Source: an optimization exercise on an open RTL-to-GDS flow (aim: small area, a short achievable clock period and few clock cycles per item). Production flows keep margins and buffers that such runs may drop.
At most, simulation tests tie the RTL to the original design; equivalence was not proved.
No activity file was given, so power comes from the tool's default toggle rates.

## divider
module divider#(
  parameter WIDTH    = 32,
  parameter CACHING  =  0,
  parameter INIT_VLD =  0
)(
  input clk,
  input rst,
  input start,
  input      [WIDTH-1:0] dividend,
  input      [WIDTH-1:0] divisor,
  output reg [WIDTH-1:0] quotient,
  output     [WIDTH-1:0] remainder,
  output reg zeroErr,
  output valid
);
  reg [32:0] rem;       
  reg [31:0] dsr;
  reg [4:0]  cnt;
  reg [4:0]  zbr;
  reg        align;
  reg        busy;
  reg        fix;
  reg        vld;
  wire [5:0]  za;
  wire [5:0]  zb;
  divider_lzc32 u_lza (.x(dividend), .z(za));
  divider_lzc32 u_lzb (.x(divisor), .z(zb));
  wire [31:0] sa;                                 
  divider_smear32 u_sa (.x(dividend), .s(sa));
  wire        zeroDivide = ~|divisor;
  wire        shorter = |(divisor & ~sa);         
  wire        quick = shorter | zeroDivide;
  wire [4:0]  s;
  wire [5:0]  bw;
  wire [31:0] sh [0:5];
  assign bw[0] = 1'b0;
  assign sh[0] = dsr;
  genvar i;
  generate
    for (i = 0; i < 5; i = i + 1) begin : al
      wire eq = zbr[i] ~^ cnt[i];
      assign s[i]    = eq ? bw[i] : ~bw[i];
      assign bw[i+1] = eq ? bw[i] : cnt[i];
      assign sh[i+1] = s[i] ? (sh[i] << (1 << i)) : sh[i];
    end
  endgenerate
  wire        neg = rem[32];
  wire [32:0] sum = rem + ({1'b0, dsr} ^ {33{~neg}}) + {32'd0, ~neg};
  wire        last = cnt == 5'd0;
  assign remainder = rem[31:0];
  assign valid = vld;
  always @(posedge clk) begin
    if (rst) begin
      align <= 1'b0;
      busy  <= 1'b0;
      fix   <= 1'b0;
      vld   <= 1'b0;
    end else if (start) begin
      align <= ~quick;
      busy  <= 1'b0;
      fix   <= 1'b0;
      vld   <= quick;
    end else if (align) begin
      align <= 1'b0;
      busy  <= 1'b1;
    end else if (busy && last) begin
      busy  <= 1'b0;
      fix   <= sum[32];
      vld   <= ~sum[32];
    end else if (fix) begin
      fix   <= 1'b0;
      vld   <= 1'b1;
    end
  end
  always @(posedge clk) begin
  ...
Settings: LEC_CHECK=0, CAP_MARGIN=20, CORE_MARGIN=2, CORE_UTILIZATION=50, SETUP_SLACK_MARGIN=2.0, SLEW_MARGIN=20; clock period 5.0 ns.
standard.sh (not shown) runs the stock make flow with config.mk's settings and CLKGATE_MAP_FILE= SYNTH_SCRIPT=/design/flow/synth_recipe.tcl, a recipe that flattens the netlist after the stock synthesis.
==> flow/flow/run.sh <==
#!/bin/bash
set -euo pipefail
bash standard.sh "BUFFER_PORTS_ARGS=-buffer_cell sky130_fd_sc_hd__buf_1" "ADDER_MAP_FILE=" finish > make_finish.log 2>&1
The starting point produced a clean layout.
Change:
==> flow/flow/run.sh (replaced) <==
#!/bin/bash
set -euo pipefail
bash standard.sh "BUFFER_PORTS_ARGS=-buffer_cell sky130_fd_sc_hd__buf_1" finish > make_finish.log 2>&1
What happened:
- via count went down by 25%
- first-iteration DRC count fell by 48%
- wire length drops by 18%
- design area drops by 19%
- power falls by 14%
- non-clock buffer count is lower by 54
- count of clock-buffer cells in the layout is unchanged
- die area drops by 20%
- sequential cell count stays the same
- fmax went up by 4.9%
Function was not checked in any run of this note: the RTL went through the layout flow alone.

* * *

Another version of the RTL of divider (not shown whole).
Size: roughly 1100 cells after synthesis, about 130 I/O pins, roughly 8600 µm² of cells after synthesis.
export LEC_CHECK = 0
export CAP_MARGIN = 20
export CORE_MARGIN = 2
export CORE_UTILIZATION = 60
export CTS_BUF_LIST = sky130_fd_sc_hd__clkbuf_4 sky130_fd_sc_hd__clkbuf_8
export CTS_CLUSTER_SIZE = 8
export SETUP_SLACK_MARGIN = 2.0
export SLEW_MARGIN = 20
create_clock -name core_clock -period 5.0 [get_ports {clk}]
==> flow/flow/run.sh <==
#!/bin/bash
set -euo pipefail
bash standard.sh "BUFFER_PORTS_ARGS=-buffer_cell sky130_fd_sc_hd__buf_1" finish > make_finish.log 2>&1
Testbench counts at the start, summed over its fixed seeds: cycles 25,920, items 3,200.
Next try:
CTS_BUF_LIST = sky130_fd_sc_hd__clkbuf_8 sky130_fd_sc_hd__clkbuf_16   (was sky130_fd_sc_hd__clkbuf_4 sky130_fd_sc_hd__clkbuf_8)
CTS_CLUSTER_SIZE = unset   (was 8)
The new run produced a clean layout. Routed wire length rises slightly. Worst hold slack got worse by 0.0052 ns. Clock power is higher by a quarter to a third. Critical path depth rose by 2. Area after synthesis stays the same.
Next try:
CTS_BUF_LIST = sky130_fd_sc_hd__clkbuf_4 sky130_fd_sc_hd__clkbuf_8   (was sky130_fd_sc_hd__clkbuf_8 sky130_fd_sc_hd__clkbuf_16)
Maximum frequency rose slightly.
Routed wire length came out lower slightly.
Cell area decreases slightly.
Setup slack gains 0.030 ns.
Via count hardly moves.
Area after synthesis is unchanged.
Utilization fell by 0.68 points.
Next try:
CTS_BUF_LIST = unset   (was sky130_fd_sc_hd__clkbuf_4 sky130_fd_sc_hd__clkbuf_8)
SETUP_SLACK_MARGIN = 2.3   (was 2.0)
What happened: The changed run produced a clean layout. Synthesized area stays the same. Count of clock-buffer cells in the layout is unchanged. Routed wire length grows by 3.9%. Synthesized cell count does not change. Register-to-register slack gets worse by 0.03 ns. Die area is unchanged. Sequential power is about the same. Setup slack gets worse by 0.034 ns. Non-clock buffer count grows by 3. Hold slack gets better by 0.0043 ns.
Next try:
CTS_BUF_LIST = sky130_fd_sc_hd__clkbuf_8   (was unset)
CTS_CLUSTER_SIZE = 10   (was unset)
SETUP_SLACK_MARGIN = 2.0   (was 2.3)
The new run ran to the end with no violations.
Global-route usage falls by 2.0 points.
Routed wire length falls by a few percent.
Final area falls by a few percent.
Final cell count barely changes.
Count of clock-buffer cells in the layout is unchanged.
Sequential cell count stays the same.
Non-clock buffer count falls by 3.
Combinational power falls by a little under a tenth.
Register-to-register slack gets better by 0.03 ns.
Power falls by a little under a tenth.
Next try:
CTS_BUF_LIST = unset   (was sky130_fd_sc_hd__clkbuf_8)
CTS_CLUSTER_SIZE = unset   (was 10)
- clock-buffer cell count climbs by 1
- design area climbs by about 1%
- core utilization climbs by 0.68 points
- global-route usage climbs by 0.83 points
- non-clock buffer count drops by 1
- wire length climbs by 1.3%
- die area does not change

* * *

run A:
The RTL this note starts from:
==> flow/design.v <==
`timescale 1ns / 1ps
module divider#(
  parameter WIDTH    = 32,
  parameter CACHING  =  0,
  parameter INIT_VLD =  0
)(
  input clk,
  input rst,
  input start,
  input      [WIDTH-1:0] dividend,
  input      [WIDTH-1:0] divisor,
  output reg [WIDTH-1:0] quotient,
  output     [WIDTH-1:0] remainder,
  output reg zeroErr,
  output valid
);
  reg [31:0] rem;
  reg [31:0] dsr;
  reg [4:0]  cnt;
  reg [4:0]  zbr;
  reg        align;
  reg        busy;
  reg        vld;
  wire [5:0]  za;
  wire [5:0]  zb;
  divider_lzc32 u_lza (.x(dividend), .z(za));
  divider_lzc32 u_lzb (.x(divisor), .z(zb));
  wire [31:0] sa;                                 
  divider_smear32 u_sa (.x(dividend), .s(sa));
  wire        zeroDivide = ~|divisor;
  wire        shorter = |(divisor & ~sa);         
  wire        quick = shorter | zeroDivide;
  wire [4:0]  s;
  wire [5:0]  bw;
  wire [31:0] sh [0:5];
  assign bw[0] = 1'b0;
  assign sh[0] = dsr;
  genvar i;
  generate
    for (i = 0; i < 5; i = i + 1) begin : al
      wire eq = zbr[i] ~^ cnt[i];
      assign s[i]    = eq ? bw[i] : ~bw[i];
      assign bw[i+1] = eq ? bw[i] : cnt[i];
      assign sh[i+1] = s[i] ? (sh[i] << (1 << i)) : sh[i];
    end
  endgenerate
  wire [32:0] diff = {1'b0, rem} - {1'b0, dsr};
  wire        ge = ~diff[32];
  wire        last = cnt == 5'd0;
  assign remainder = rem;
  assign valid = vld;
  always @(posedge clk) begin
    if (rst) begin
      align <= 1'b0;
      busy  <= 1'b0;
      vld   <= 1'b0;
    end else if (start) begin
      align <= ~quick;
      busy  <= 1'b0;
      vld   <= quick;
    end else if (align) begin
      align <= 1'b0;
      busy  <= 1'b1;
    end else if (busy && last) begin
      busy  <= 1'b0;
      vld   <= 1'b1;
    end
  end
  always @(posedge clk) begin
    zbr <= zb[4:0];
    cnt <= start ? za[4:0] : align ? s : cnt - 5'd1;
  end
  always @(posedge clk) begin
    if (start) begin
      quotient <= 32'd0;
      zeroErr  <= zeroDivide;
    end else if (busy) begin
      quotient <= {quotient[30:0], ge};
    end
  end
  always @(posedge clk) begin
    if (start)
      rem <= dividend;
    else if (busy && ge)
      rem <= diff[31:0];
  end
  always @(posedge clk) begin
    dsr <= start ? divisor : align ? sh[5] : dsr >> 1;
  end
endmodule
module divider_lzc32 (
  input  [31:0] x,
  output [5:0]  z
);
  wire [15:0] v0;
  wire [15:0] z0;
  wire [7:0]  v1;
  wire [15:0] z1;
  wire [3:0]  v2;
  wire [11:0] z2;
  wire [1:0]  v3;
  wire [7:0]  z3;
  genvar i;
  generate
    for (i = 0; i < 16; i = i + 1) begin : l0
      assign v0[i] = x[2*i+1] | x[2*i];
      assign z0[i] = ~x[2*i+1];
    end
    for (i = 0; i < 8; i = i + 1) begin : l1
      assign v1[i] = v0[2*i+1] | v0[2*i];
      assign z1[2*i+1:2*i] = v0[2*i+1] ? {1'b0, z0[2*i+1]} : {1'b1, z0[2*i]};
    end
    for (i = 0; i < 4; i = i + 1) begin : l2
      assign v2[i] = v1[2*i+1] | v1[2*i];
      assign z2[3*i+2:3*i] = v1[2*i+1] ? {1'b0, z1[4*i+3:4*i+2]} : {1'b1, z1[4*i+1:4*i]};
    end
    for (i = 0; i < 2; i = i + 1) begin : l3
      assign v3[i] = v2[2*i+1] | v2[2*i];
      assign z3[4*i+3:4*i] = v2[2*i+1] ? {1'b0, z2[6*i+5:6*i+3]} : {1'b1, z2[6*i+2:6*i]};
    end
  endgenerate
  wire [4:0] z4 = v3[1] ? {1'b0, z3[7:4]} : {1'b1, z3[3:0]};
  assign z = (v3[1] | v3[0]) ? {1'b0, z4} : 6'd32;
endmodule
module divider_smear32 (
  input  [31:0] x,
  output [31:0] s
);
  wire [31:0] p0 = x;
  wire [31:0] p1 = p0 | {1'b0, p0[31:1]};
  wire [31:0] p2 = p1 | {2'b0, p1[31:2]};
  wire [31:0] p3 = p2 | {4'b0, p2[31:4]};
  wire [31:0] p4 = p3 | {8'b0, p3[31:8]};
  assign s = p4 | {16'b0, p4[31:16]};
endmodule
clock: 5.0 ns
lec_check: 0
cap_margin: 20
core_margin: 2
core_utilization: 65
setup_slack_margin: 1.7
slew_margin: 20
Scripts as last shown in full above: flow/flow/run.sh
In summary, run A completed successfully, with a layout that passed the timing, DRC and antenna checks.
Testbench counts of run A, summed over its fixed seeds: cycles 25,920, items 3,200.
Edits applied to the flow inputs when going from run A to run B:
diff --git a/flow/config.mk b/flow/config.mk
--- a/flow/config.mk
+++ b/flow/config.mk
@@ -9,4 +9,4 @@
 export CORE_MARGIN = 2
-export CORE_UTILIZATION = 65
-export SETUP_SLACK_MARGIN = 1.7
+export CORE_UTILIZATION = 60
+export SETUP_SLACK_MARGIN = 1.0
 export SLEW_MARGIN = 20
Notes after the runs:
Comparing run B and run A, the lower fraction of final layout cells sized beyond drive strength 1 was measured on run B. Average wire per standard cell shrinks slightly when moving from run A to run B. Diff run A -> run B: number of fillers in the final layout moved up, clock input transition at the sequential cells of the worst setup and hold paths ~0 delta, share of the final layout cell area in sequential cells level, wire length of the first global-routing pass fell by about 3%, combinational group share of total power down 0.2 points. When run B is measured against run A, its end-of-flow core utilization turns out 4.6 points lower. Higher relative area change from synthesis to final layout among run B and run A: run A. The final reports for run B and run A show largest stage delay on the critical path lower in the former.

[port drivers added, routing unchanged]
How much do the figures lean on ideal ports? The routed layouts below were timed once more, with nothing changed but the port constraints. Step 1: set_driving_cell puts a clkbuf_16 on clk and a buf_2 on each other input, an assumption about the parent block. Step 2 also shifts input and output timing later by t, the mid clock arrival at the registers, as if the neighbouring blocks saw the same clock. Slacks: ideal / step 1 / step 2; pairs: ideal / step 1.
| run | t, ns | setup slack, ns | worst setup path after step 2 |
|---|---|---|---|
| the first run of note 1 | 0.417 | 1.643 / 1.643 / 1.643 | register to register |
| the second run of note 1 | 0.421 | 1.800 / 1.800 / 1.631 | input to register |
| the first run of note 2 | 0.438 | 1.984 / 1.984 / 1.762 | input to register |
| the second run of note 2 | 0.406 | 1.954 / 1.954 / 1.747 | input to register |
| the third run of note 2 | 0.438 | 1.984 / 1.984 / 1.762 | input to register |
| the fourth run of note 2 | 0.410 | 1.950 / 1.950 / 1.950 | register to register |
| the fifth run of note 2 | 0.438 | 1.984 / 1.984 / 1.762 | input to register |
| the sixth run of note 2 | 0.406 | 1.954 / 1.954 / 1.747 | input to register |
| run A | 0.409 | 1.808 / 1.808 / 1.771 | input to register |
| run B | 0.413 | 1.598 / 1.598 / 1.598 | register to register |
After both steps setup and hold are still met in every run listed.
